What follows belongs to an exercise in optimizing a design on an open flow for small area, a short achievable clock period and few clock cycles; a production flow would make more cautious choices.
Function was not checked in any run shown here: the RTL went through the layout flow alone.
No activity file was given, so power comes from the tool's default toggle rates.

==> flow/design.v (outline; a module is shown in full before it is edited, if it fits) <==
// module systolic_array: 125 lines
// module mac_lane0: 516 lines
// module mac_lane1: 516 lines
// module mac_lane2: 516 lines
// module mac_lane3: 516 lines
// module mac_lane4: 516 lines
module systolic_array #(
    parameter DATAWIDTH = 16,
    parameter N_SIZE = 5
) (
    input  wire                     clk,
    input  wire                     rst_n,
    input  wire                     valid_in,
    input  wire signed [N_SIZE*DATAWIDTH-1:0] matrix_a_in,
    input  wire signed [N_SIZE*DATAWIDTH-1:0] matrix_b_in,
    output reg  valid_out,
    output wire signed [N_SIZE*2*DATAWIDTH-1:0] matrix_c_out
);
  // ...
==> flow/flow/run.sh <==
#!/bin/bash
set -euo pipefail
MARGIN=5.9
bash standard.sh synth > log_synth.txt 2>&1
bash standard.sh SETUP_SLACK_MARGIN=$MARGIN finish > log_layout.txt 2>&1
test -f out/final.def
==> flow/standard.sh <==
#!/bin/bash
# synth_recipe.tcl (not shown) runs the flow's synth.tcl, then flattens the netlist and writes it again
# the make line also repeats each setting of config.mk as NAME=value (left out here)
make -C /OpenROAD-flow-scripts/flow DESIGN_CONFIG=/design/flow/config.mk WORK_HOME=/design/flow/orfs CLKGATE_MAP_FILE= SYNTH_SCRIPT=/design/flow/synth_recipe.tcl "${@:-finish}"
==> flow/config.mk <==
export PLATFORM = sky130hd
export DESIGN_NAME = systolic_array
export DESIGN_NICKNAME = systolic_array
export VERILOG_FILES = /design/flow/design.v
export SDC_FILE = /design/flow/constraint.sdc
export NUM_CORES = 8
export LEC_CHECK = 0
export CAP_MARGIN = 40
export CORE_MARGIN = 2
export CORE_UTILIZATION = 45
export SLEW_MARGIN = 40
==> flow/constraint.sdc <==
create_clock -name core_clock -period 9.0 [get_ports {clk}]
set_input_delay 1.8000 -clock core_clock [delete_from_list [all_inputs] [get_ports {clk}]]
set_output_delay 1.8000 -clock core_clock [all_outputs]
set_load 0.01 [all_outputs]
==> summary.txt, run 1 <==
Route
  • Average vias per placed instance: 5.32
  • DRC Markers: 0

Layout
  • Count of non-CTS buffers in the layout: 522
  • Largest class: multi-input combinational cells
  • # clk buffers: 186
  • Top reg by flops: col.b_st
  • Design Area, Final: 0.0770 mm²
  • Area of the multi-input gates: 0.0351 mm²
  • Max reg flops: 400
  • Leading cell type in the layout, fill and taps excluded: dfxtp_1
  • Nets: 6879

Run status
  • Status: finished clean

CTS
  • CTS buffer count: 146

Critical path
  • Setup slack, reg-to-reg: 5420 ps
  • Arr. time, crit path: 4290 ps
  • Sum of buffers and inverters on the critical path: 2
  • Crit-path max cell delay: 530 ps

Logic synthesis
  • Post-synth top area share: 0.426
  • Syn Area/Cell: 11.4 µm²
  • Synth area leader: dfxtp_1
  • Ys flop type: dfxtp_1
  • Async S/R FF share, synth: 0.00366

GRT
  • Overflow left after global routing: 0
  • GR met3 Demand/Resource: 0.0639
  • First-pass GRT wire length: 260000 µm

STA
  • Skew final: 51.3 ps

Power and ir drop
  • Clock power share: 0.186
  • Pwr top: combinational cells
==> inputs of run 2 (changes only) <==
--- a/flow/config.mk
+++ b/flow/config.mk
@@ -10,2 +10,3 @@
 export CORE_UTILIZATION = 45
 export SLEW_MARGIN = 40
+export TNS_END_PERCENT = 10
==> run 2 against run 1 <==
Effect of this change: sequential power down 1%; wire length down 2.0%; global-route usage down 0.49 points; clock power down 2%.
==> summary.txt, run 2 <==
Layout
  • Register area: 0.0275 mm²
  • Nets: 6805 (-1.1%)
  • Layout cell share with drive strength beyond 1: 0.134
  • Design Area, Final: 0.0754 mm² (-2.0%)
  • Fill count: 12200
  • Max reg flops: 400 (unchanged)
  • Biggest regs: col.b_st: 400 flops, a_st: 320 flops
  • Leading cell type in the layout, fill and taps excluded: dfxtp_1
  • Commonest cells after routing, fill and taps aside: dfxtp_1 (1288), xnor2_1 (671), fa_1 (552)
  • Area of the multi-input gates: 0.0345 mm² (-1.5%)
  • Finished Layout Cells: 7815
  • Top reg by flops: col.b_st
  • Area Growth Syn to Fin: 17.9%
  • Fin util: 0.533

Die
  • Starting Density: 0.452
  • Die Span Y: 381 µm
  • Rows: 138
  • Die ar.: 0.145 mm²
  • I/O pin count: 324
  • Core area: 0.141 mm²
  • Die Wd: 381 µm

Job
  • Maxcap violations: 0

Power and ir drop
  • Sw power: 12.3 mW
  • Leakage: 30.1 nW
  • Peak supply drop: 0.387 mV
  • Pwr/cell area: 421 mW/mm²
  • Gate power share: 0.558
  • Clock power share: 0.195 (+0.009)
  • Switching share of power: 0.386
  • Register share of total power: 0.247
  • Cell Int Power: 19.5 mW

GRT
  • First-pass GRT wire length: 255000 µm (-1.8%)
  • Vias in the first global route: 43400
  • Initial antenna violation count: 30
  • Largest net degree at the start of global routing: 60
  • GRT Total Usage: 0.226
  • Overflow left after global routing: 0 (unchanged)

Route
  • Average vias per placed instance: 5.33 (+0.34%)
  • Post-route antenna net violation count: 0
  • M1 WL: 72100 µm
  • Met2 routed WL: 73700 µm
  • Drt wl/cell: 21.1 µm
  • Top sig layer: met5
  • Starting DRT DRC Count: 2926
  • DRC Markers: 0 (unchanged)
  • Vias: 41700
  • Routed length on met3: 14400 µm
  • DRT Wirelength: 165000 µm
  • Drt first pass iters: 6

Logic synthesis
  • Synth area leaders: dfxtp_1 (43%), fa_1 (18%), xnor2_1 (9.2%)
  • Syn Area/Cell: 11.4 µm² (unchanged)
  • Synth area leader: dfxtp_1
  • Yosys synthesis warning count: 18
  • Distinct cells, synth: 75
  • Mapped Cells: 5590
  • Ys flop type: dfxtp_1
  • Top cells by count, synth: dfxtp_1 (1361), xnor2_1 (672), fa_1 (560)
  • Post-synth net total: 6598
  • Number of synthesized flops with an enable pin: 0
  • Top-count cell post-synth: dfxtp_1
  • Post-synth top area share: 0.426 (unchanged)
  • Async S/R FF share, synth: 0.00366 (unchanged)
  • FF+latch count, synth: 1366
  • Register area share after synthesis: 0.428
  • Post-synthesis cell area: 0.0640 mm²

CTS
  • CTS tree: done
  • CTS clk-pin slew, worst paths: 60 ps
  • CTS root buf: clkbuf_16
  • Max Root-Sink Buffers: 3
  • CTS buffer count: 143 (-2.1%)
  • Worst-Skew Late Latency: 790 ps
  • H-tree depth: 4
  • # hold bufs at CTS: 0
  • TritonCTS Sinks: 1366

STA
  • TNS Setup: 0 ps
  • RSZ-0062 raised after global routing: true
  • Setup slack after layout: 5430 ps
  • Tightest Pin Transition: 916 ps
  • Fin. Hold Viols: 0
  • Slew headroom: 0.390
  • Max Transition Viols Final: 0
  • Final Critical Period: 3570 ps
  • Max Clk Rate: 0.280 GHz
  • Fin crit share: 0.396
  • Final setup viols: 0
  • Skew final: 41.3 ps (-10.0 ps)

Placement
  • I/O Buffers: 323
  • DP Wirelength: 110000 µm
  • Post-Place Cell Area: 0.0688 mm²
  • DP Cell Count: 7488
  • GPL Wtd Cong: 0.846
  • Setup WS pre-CTS: 4860 ps

Critical path
  • Sum of buffers and inverters on the critical path: 2 (unchanged)
  • CP Cell Sequence: fa_1 -> inv_2 -> fa_1 -> inv_2 -> ha_4 -> o21ai_4 -> nor2_4 -> o31ai_4 -> a21oi_2 -> or4b_4 -> a31oi_4 -> o21ai_2 -> a21oi_2 -> o21ai_1 -> xnor2_1
  • CP Launch Type: flip-flop
  • Slowest cell on crit path: or4b_4
  • Crit-path max cell delay: 580 ps (+50 ps)
  • Arr. time, crit path: 4210 ps (-80 ps)
  • Type of the worst setup path: flip-flop to flip-flop
  • Worst endpoint required time: 9640 ps
  • Largest fanout on the critical path: 3
  • Setup crit end kind: flip-flop
  • CP delay by family, top: adder cells

Run status
  • Status: finished clean

Worst hold path
  • HP Class: flip-flop to flip-flop
==> run 2: cell type report <==
type | instances | share of cell area
repair buffers | 451 | 0.0564
diodes | 10 | 0.000332
inverters | 449 | 0.0224
flip-flops and latches | 1366 | 0.365
clock inverters | 67 | 0.0132
clock buffers | 196 | 0.0538
well taps | 1890 | 0.0314
multi-input cells | 3386 | 0.458
==> run 2: path summary, 6_finish.rpt <==
path                              from            end  slack, ps  cells past startpoint
min in group asynchronous        rst_n         cnt[2]       1260                      1
max in group asynchronous        rst_n         cnt[3]       7540                      1
max                        lane1.s1[7]  lane1.acc[30]       5430                     15
min                         a_st[8][2]     a_st[7][2]        310                      0
min reg2reg                 a_st[8][2]     a_st[7][2]        310                      0
max reg2reg                lane1.s1[7]  lane1.acc[30]       5430                     15
==> run 2: kinds of logic after synthesis <==
group           Yosys count  synth area share
flops                  1366             0.428
simple gates            501            0.0403
fa+ha+maj               845             0.231
mux                     152            0.0263
buf+inv                 838            0.0492
xor+xnor                827             0.113
compound gates         1061             0.112
==> run 2: through the flow <==
step / total power, mW / hold slack, ps
after floorplan: 19.3 / 310
after global placement: 23.0 / 310
after detailed placement: 23.1 / 312
after CTS: 31.1 / 311
after global routing: 34.2 / 311
final: 31.8 / 308
==> run 2: repair_timing <==
| item | CTS | global route |
|---|---|---|
| gates resized for setup | 172 | 127 |
| setup endpoints to repair | 266 | 292 |
| pin swaps | 88 | 53 |
| setup buffers | 33 | 21 |
==> run 2: metal layers <==
layer	vias to the layer above	track usage
li1	18900	-
met1	20800	0.305
met2	1612	0.348
met3	329	0.0616
met4	42	0.0785
met5	-	0
==> run 2: power by group through the flow <==
stage / logic, mW / registers (mW) / clock network, mW
global placement: 15.0 / 7.96 / 0
global route: 19.7 / 7.94 / 6.59
floorplan: 11.4 / 7.88 / 0
CTS: 16.9 / 7.84 / 6.36
detailed placement: 15.1 / 7.95 / 0
finish: 17.7 / 7.83 / 6.20
==> inputs of run 3 (changes only) <==
--- a/flow/config.mk
+++ b/flow/config.mk
@@ -9,4 +9,6 @@
 export CORE_MARGIN = 2
 export CORE_UTILIZATION = 45
+export CTS_CLUSTER_DIAMETER = 150
+export CTS_CLUSTER_SIZE = 28
 export SLEW_MARGIN = 40
 export TNS_END_PERCENT = 10
==> run 3 against run 2 <==
Effect of this change: still clean on timing, DRC and antenna; synthesized cell count unchanged; cell count fell by 2.6%; sequential cell count unchanged; critical path type unchanged; largest power group unchanged.
==> summary.txt, run 3 <==
Run status
  • Status: finished clean

Route
  • DRC Markers: 0 (unchanged)
  • Starting DRT DRC Count: 2949 (+0.79%)
  • Drt wl/cell: 21.3 µm (+0.83%)
  • Vias: 40800 (-2.0%)
  • DRT Wirelength: 162000 µm (-1.8%)
  • Post-route antenna net violation count: 0 (unchanged)
  • Drt first pass iters: 6 (unchanged)
  • Average vias per placed instance: 5.37 (+0.61%)

Power and ir drop
  • Total power: 28.7 mW (-9.7%)
  • Peak supply drop: 0.381 mV (-1.5%)
  • Pwr/cell area: 399 mW/mm² (-5.3%)
  • Leakage: 28.4 nW (-5.7%)

Layout
  • Layout cell share with drive strength beyond 1: 0.108 (-0.0259)
  • Top reg by flops: col.b_st
  • Area Growth Syn to Fin: 12.4%
  • Nets: 6718 (-1.3%)
  • Max reg flops: 400 (unchanged)
  • Commonest cells after routing, fill and taps aside: dfxtp_1 (1288), xnor2_1 (671), fa_1 (553)
  • Register area: 0.0275 mm² (about the same)
  • Biggest regs: col.b_st: 400 flops, a_st: 320 flops
  • Leading cell type in the layout, fill and taps excluded: dfxtp_1
  • Fill count: 12500 (+2.4%)
  • Area of the multi-input gates: 0.0346 mm² (+0.21%)

Critical path
  • Largest fanout on the critical path: 5 (+2)
  • Crit-path max cell delay: 560 ps (-20 ps)
  • RR Startpoint: lane2.s1[28]
  • Sum of buffers and inverters on the critical path: 1 (-1)
  • Arr. time, crit path: 4170 ps (-40 ps)
  • Reg2reg end: lane2.acc[30]
  • Setup crit end kind: flip-flop
  • Type of the worst setup path: flip-flop to flip-flop
  • CP Launch Type: flip-flop
  • Setup slack, reg-to-reg: 5440 ps (about the same)
  • Slowest cell on crit path: fa_1
  • CP delay by family, top: adder cells
  • Worst endpoint required time: 9610 ps (-30 ps)
  • CP Cell Sequence: fa_1 -> fa_1 -> ha_4 -> inv_1 -> or3_1 -> o211ai_1 -> and3_4 -> nor3_4 -> a21oi_2 -> a211o_1 -> a21oi_2 -> xnor2_1
  • Worst r2r path cells: 12 (-3)

Logic synthesis
  • Number of synthesized flops with an enable pin: 0 (unchanged)
  • Ys flop type: dfxtp_1
  • Yosys synthesis warning count: 18 (unchanged)
  • Register area share after synthesis: 0.428 (unchanged)
  • Synth area leaders: dfxtp_1 (43%), fa_1 (18%), xnor2_1 (9.2%)
  • Distinct cells, synth: 75 (unchanged)
  • Syn Area/Cell: 11.4 µm² (unchanged)
  • Post-synthesis cell area: 0.0640 mm² (unchanged)
  • Synth area leader: dfxtp_1
  • Post-synth net total: 6598 (unchanged)
  • Top-count cell post-synth: dfxtp_1
  • Post-synth top area share: 0.426 (unchanged)
  • Top cells by count, synth: dfxtp_1 (1361), xnor2_1 (672), fa_1 (560)
  • Async S/R FF share, synth: 0.00366 (unchanged)
  • Mapped Cells: 5590 (unchanged)
  • FF+latch count, synth: 1366 (unchanged)

CTS
  • CTS root buf: clkbuf_16
  • TritonCTS Sinks: 1366 (unchanged)
  • Max Root-Sink Buffers: 3 (unchanged)
  • H-tree depth: 2 (-2)
  • CTS clk-pin slew, worst paths: 120 ps (+60 ps)
  • Worst-Skew Late Latency: 740 ps (-50 ps)
  • CTS buffer count: 55 (-62%)
  • CTS tree: done

STA
  • Skew final: 54.3 ps (+13.0 ps)
  • Slew headroom: 0.406 (+0.0161)
  • Fin crit share: 0.396 (-0.000420)
  • Tightest Pin Transition: 891 ps (-24.1 ps)
  • Max Clk Rate: 0.281 GHz (+0.11%)
  • Final setup viols: 0 (unchanged)
  • Final Critical Period: 3560 ps (-3.78 ps)
  • Max Transition Viols Final: 0 (unchanged)
  • Fin. Hold Viols: 0 (unchanged)
  • RSZ-0062 raised after global routing: true
  • TNS Setup: 0 ps (unchanged)

Placement
  • DP Wirelength: 110000 µm (unchanged)
  • I/O Buffers: 323 (unchanged)
  • GPL Wtd Cong: 0.846 (unchanged)

Die
  • Die ar.: 0.145 mm² (unchanged)
  • Starting Density: 0.452 (unchanged)
  • I/O pin count: 324 (unchanged)
  • Die Span Y: 381 µm (unchanged)
  • Rows: 138 (unchanged)
  • Core area: 0.141 mm² (unchanged)
  • Die Wd: 381 µm (unchanged)

Worst hold path
  • Hold Path Origin: col[0].b_st[3][6]
  • HP Class: flip-flop to flip-flop
  • Hold worst-path end: col[0].b_st[4][6]
  • Hold path depth: 0 (unchanged)

GRT
  • Largest net degree at the start of global routing: 60 (unchanged)
  • First-pass GRT wire length: 251000 µm (-1.7%)
  • Overflow left after global routing: 0 (unchanged)
  • Initial antenna violation count: 31 (+3.3%)
  • GRT Total Usage: 0.221 (-0.00525)
  • Vias in the first global route: 42200 (-2.7%)

Job
  • Maxcap violations: 0 (unchanged)
run 3: worst max-delay path by stage:
| stage | start | end | cells after the start | slack (ps) |
|---|---|---|---|---|
| after global placement | first_0 | lane0.acc[28] | 13 | 4750 |
| after detailed placement | valid_in | first_2 | 9 | 4860 |
| after CTS | lane2.acc[23] | matrix_c_out[87] | 1 | 5400 |
| after floorplan | lane0.s1[42] | lane0.acc[28] | 14 | 5600 |
| after global routing | lane2.s1[7] | lane2.acc[30] | 16 | 5310 |
| final | lane2.s1[28] | lane2.acc[30] | 12 | 5440 |
run 3: metal layers:
layer	track usage	wire length [µm]	part of all wire	up-vias
met5	0	302	0.0019	-
met4	0.0599	4040	0.025	46
met3	0.0489	13000	0.080	263
met2	0.345	72300	0.45	1464
met1	0.308	72700	0.45	20500
li1	-	-	-	18600
run 3: report_power, final:
group	leakage, nW	internal [mW]	switching (mW)	total (mW)
Combinational	16.3	8.63	9.21	17.8
Sequential	11.4	7.23	0.580	7.81
Clock	0.731	1.13	1.88	3.01
Total	28.4	17.0	11.7	28.7
run 3: cells by family after synthesis:
group | share of synthesized area
DFF | 0.428
AOI/OAI and AO/OA | 0.112
adders and majority gates | 0.231
buffers and inverters | 0.0492
xor gates and xnor gates | 0.113
and+or+nand+nor | 0.0403
muxes | 0.0263
run 3: repair_timing:
| action | in CTS | in global routing |
|---|---|---|
| hold endpoints to repair | 0 | 0 |
| cloned | 0 | 0 |
| setup endpoints to repair | 267 | 292 |
| pin swaps | 98 | 49 |
| hold buffers | 0 | 0 |
| gates resized for setup | 183 | 97 |
| setup buffers | 43 | 12 |
run 3: final cells by class:
type	instances	share of cell area
Antenna cell	5	0.000174
Clock buffer	57	0.0192
Clock inverter	5	0.00176
Inverter	449	0.0234
Multi-Input combinational cell	3386	0.481
Sequential cell	1366	0.382
Tap cell	1890	0.0329
Timing Repair Buffer	452	0.0590
run 3: stage by stage:
| step | hold slack [ps] | worst slack (ps) | cell area [µm²] | std cells | utilization |
|---|---|---|---|---|---|
| final | 304 | 5440 | 71900 | 7610 | 0.508 |
| after global routing | 295 | 5310 | 71900 | 7605 | 0.508 |
| after CTS | 309 | 5400 | 71500 | 7593 | 0.506 |
| after detailed placement | 312 | 4860 | 68800 | 7488 | 0.487 |
| after global placement | 310 | 4750 | 68800 | 7488 | 0.487 |
| after floorplan | 310 | 5600 | 64100 | 5590 | - |

[what the ideal ports hide]
How much do the figures lean on ideal ports? The routed layouts below were timed once more, with nothing changed but the port constraints. Step 1 assumes that a clkbuf_16 drives the clock port and a buf_2 every other input. Step 2, shift: input delay + t, output delay - t, t = (earliest + latest rising clock arrival at the registers) / 2. This alone moves slack from input paths to output paths. Slacks: ideal / step 1 / step 2; pairs: ideal / step 1.
run | t (ns) | slack for setup (ns) | hold slack, ns | worst register clock-pin slew, ns | worst data-port slew with drivers (ns)
run 1 | 0.857 | 5.422 / 5.422 / 5.163 | 0.299 / 0.299 / 0.299 | 0.07 / 0.07 | 0.13
run 2 | 0.841 | 5.434 / 5.367 / 4.823 | 0.308 / 0.308 / 0.308 | 0.06 / 0.06 | 0.17
run 3 | 0.792 | 5.438 / 5.395 / 4.865 | 0.304 / 0.304 / 0.304 | 0.12 / 0.12 | 0.16
After both steps setup and hold are still met in every run listed. The setup slack of run 2, which loses most, moves by -0.067 ns with the drivers and by -0.611 ns with both steps.
